From an optimization exercise on the open Yosys and OpenROAD flow, aimed at small area and a short achievable clock period; shortcuts taken in it are not production practice.
Where RTL was checked, it was by simulation tests only, not by an equivalence proof against the original.

// accelerator
module accelerator #(
    parameter MAP_SIZE = 9'h00a,
    parameter k = 9'h003,
    parameter p = 9'h002,
    parameter s = 1,
    parameter ptype = 1,
    parameter act_type = 0,
    parameter N = 8,
    parameter Q = 4,
    parameter AW = 8,
    parameter DW = 8,
    parameter [N-1:0] p_sqr_inv = 8'b00000100
    )(
    input clk,
    input global_rst,
    input ce,
    input [N-1:0] activation,
    input [(k*k)*N-1:0] weight1,
    output [N-1:0] data_out,
    output valid_op,
    output end_op,
    output [N-1:0] conv_out,
    output conv_valid,
    output conv_end
    );
Settings: LEC_CHECK=0, CAP_MARGIN=20, CORE_MARGIN=2, CORE_UTILIZATION=65, CTS_CLUSTER_DIAMETER=120, CTS_CLUSTER_SIZE=24, PLACE_DENSITY=0.75, SETUP_SLACK_MARGIN=3.1, SLEW_MARGIN=20; clock period 8.0 ns.
standard.sh (not shown) runs the stock make flow with config.mk's settings and CLKGATE_MAP_FILE= SYNTH_SCRIPT=/design/flow/synth_recipe.tcl, a recipe that flattens the netlist after the stock synthesis.
==> flow/flow/run.sh <==
#!/bin/bash
# The standard layout (the standard.sh: ORFS synthesis to finish), except
# that the port buffers are buf_1 cells instead of the cell buffer_ports picks
# by itself (clkdlybuf4s50_1). make's full output goes to standard.log; each
# ORFS step also keeps its own log under orfs/logs/.
set -euo pipefail
bash standard.sh "BUFFER_PORTS_ARGS=-buffer_cell sky130_fd_sc_hd__buf_1" finish > standard.log 2>&1
Edit:
Settings changed: CORE_UTILIZATION 65 to 70, PLACE_DENSITY 0.75 to 0.8, SETUP_SLACK_MARGIN 3.1 to 3.0.
=> Sequential share of layout area came out higher by 0.47 points. Cell area came out lower by about 1.4%. Register-to-register slack loses 0.08 ns. Non-clock buffer count came out lower by 18. Wire length came out higher by 3.8%. Area after synthesis does not change. First-iteration DRC count came out higher by 19%.

Another version of the RTL of accelerator (not shown whole).
For scale: about 2800 cells after synthesis, about 100 I/O pins, roughly 26000 sq um of cells after synthesis.
==> flow/config.mk <==
export PLATFORM = sky130hd
export DESIGN_NAME = accelerator
export DESIGN_NICKNAME = accelerator
export VERILOG_FILES = /design/flow/design.v
export SDC_FILE = /design/flow/constraint.sdc
export NUM_CORES = 4
export LEC_CHECK = 0
export ABC_AREA = 1
export CAP_MARGIN = 20
export CORE_MARGIN = 2
export CORE_UTILIZATION = 40
export SETUP_SLACK_MARGIN = 3.0
export SLEW_MARGIN = 20
==> flow/constraint.sdc <==
create_clock -name core_clock -period 8.0 [get_ports {clk}]
set_input_delay 1.6000 -clock core_clock [delete_from_list [all_inputs] [get_ports {clk}]]
set_output_delay 1.6000 -clock core_clock [all_outputs]
set_load 0.01 [all_outputs]
run.sh (not shown) runs the stock make flow with config.mk's settings and CLKGATE_MAP_FILE= SYNTH_SCRIPT=/design/flow/synth_recipe.tcl, a recipe that flattens the netlist after the stock synthesis.
Stock flow here: none of the scripts above is used.
The first run ran to the end with no violations.
Then changed:
- ABC_AREA: 1 -> not set
=> Worst setup slack is worse by 0.074 ns; die area came out lower by 3.0%; clock skew climbs by 0.0032 ns; fmax fell by 1.5%; synthesized area fell by 3.0%; final cell count went down by 14%; critical path depth drops by 12; final area decreases by 3.7%.
Function was not checked in any run of this note: the RTL went through the layout flow alone.

Starting RTL as in the previous note.
==> flow/design.v (excerpt) <==
module accelerator #(
    parameter MAP_SIZE = 9'h00a,
    parameter k = 9'h003,
    parameter p = 9'h002,
    parameter s = 1,
    parameter ptype = 1,
    parameter act_type = 0,
    parameter N = 8,
    parameter Q = 4,
    parameter AW = 8,
    parameter DW = 8,
    parameter [N-1:0] p_sqr_inv = 8'b00000100
    )(
    input clk,
    input global_rst,
    input ce,
    input [N-1:0] activation,
    input [(k*k)*N-1:0] weight1,
    output [N-1:0] data_out,
    output valid_op,
    output end_op,
    output [N-1:0] conv_out,
    output conv_valid,
    output conv_end
    );
export LEC_CHECK = 0
export CAP_MARGIN = 20
export CORE_MARGIN = 2
export CORE_UTILIZATION = 65
export CTS_BUF_LIST = sky130_fd_sc_hd__clkbuf_4 sky130_fd_sc_hd__clkbuf_8
export PLACE_DENSITY = 0.75
export SETUP_SLACK_MARGIN = 3.0
export SLEW_MARGIN = 20
create_clock -name core_clock -period 8.0 [get_ports {clk}]
Edit:
Settings changed: CTS_BUF_LIST sky130_fd_sc_hd__clkbuf_4 sky130_fd_sc_hd__clkbuf_8 to not set.
What happened: The changed run completed without violations; worst setup slack is worse by 0.011 ns; first-iteration DRC count grows by 0.38%; non-clock buffer count shrinks by 5.
Function was not checked in any run of this note: the RTL went through the layout flow alone.

## port drivers added, routing unchanged
The flow's constraints put no driver on any port. The routed layouts listed below were extracted and timed again, unchanged, in two steps. Step 1 sets driving cells, clkbuf_16 on the clock port and buf_2 on the other inputs (assumed; they add their load-dependent delay and slew). Step 2 also shifts input and output timing later by t, the mid clock arrival at the registers, as if the neighbouring blocks saw the same clock. Slacks: ideal ports / drivers / drivers and shift; pairs: ideal ports / drivers.
run | t, ns | setup slack, ns | slew at the worst register clock pin (ns)
the first run of note 1 | 0.581 | 3.210 / 3.210 / 2.762 | 0.10 / 0.10
the second run of note 1 | 0.596 | 3.129 / 3.129 / 2.611 | 0.10 / 0.10
the first run of note 2 | 0.624 | 3.187 / 3.187 / 2.641 | 0.06 / 0.06
the second run of note 2 | 0.622 | 3.112 / 3.098 / 2.525 | 0.06 / 0.06
the first run of note 3 | 0.684 | 3.146 / 3.115 / 2.579 | 0.07 / 0.07
the second run of note 3 | 0.602 | 3.136 / 3.084 / 2.621 | 0.06 / 0.06
After both steps setup and hold are still met in every run listed. For the second run of note 2, which loses most, drivers alone change the setup slack by -0.014 ns; drivers and shift together by -0.587 ns.
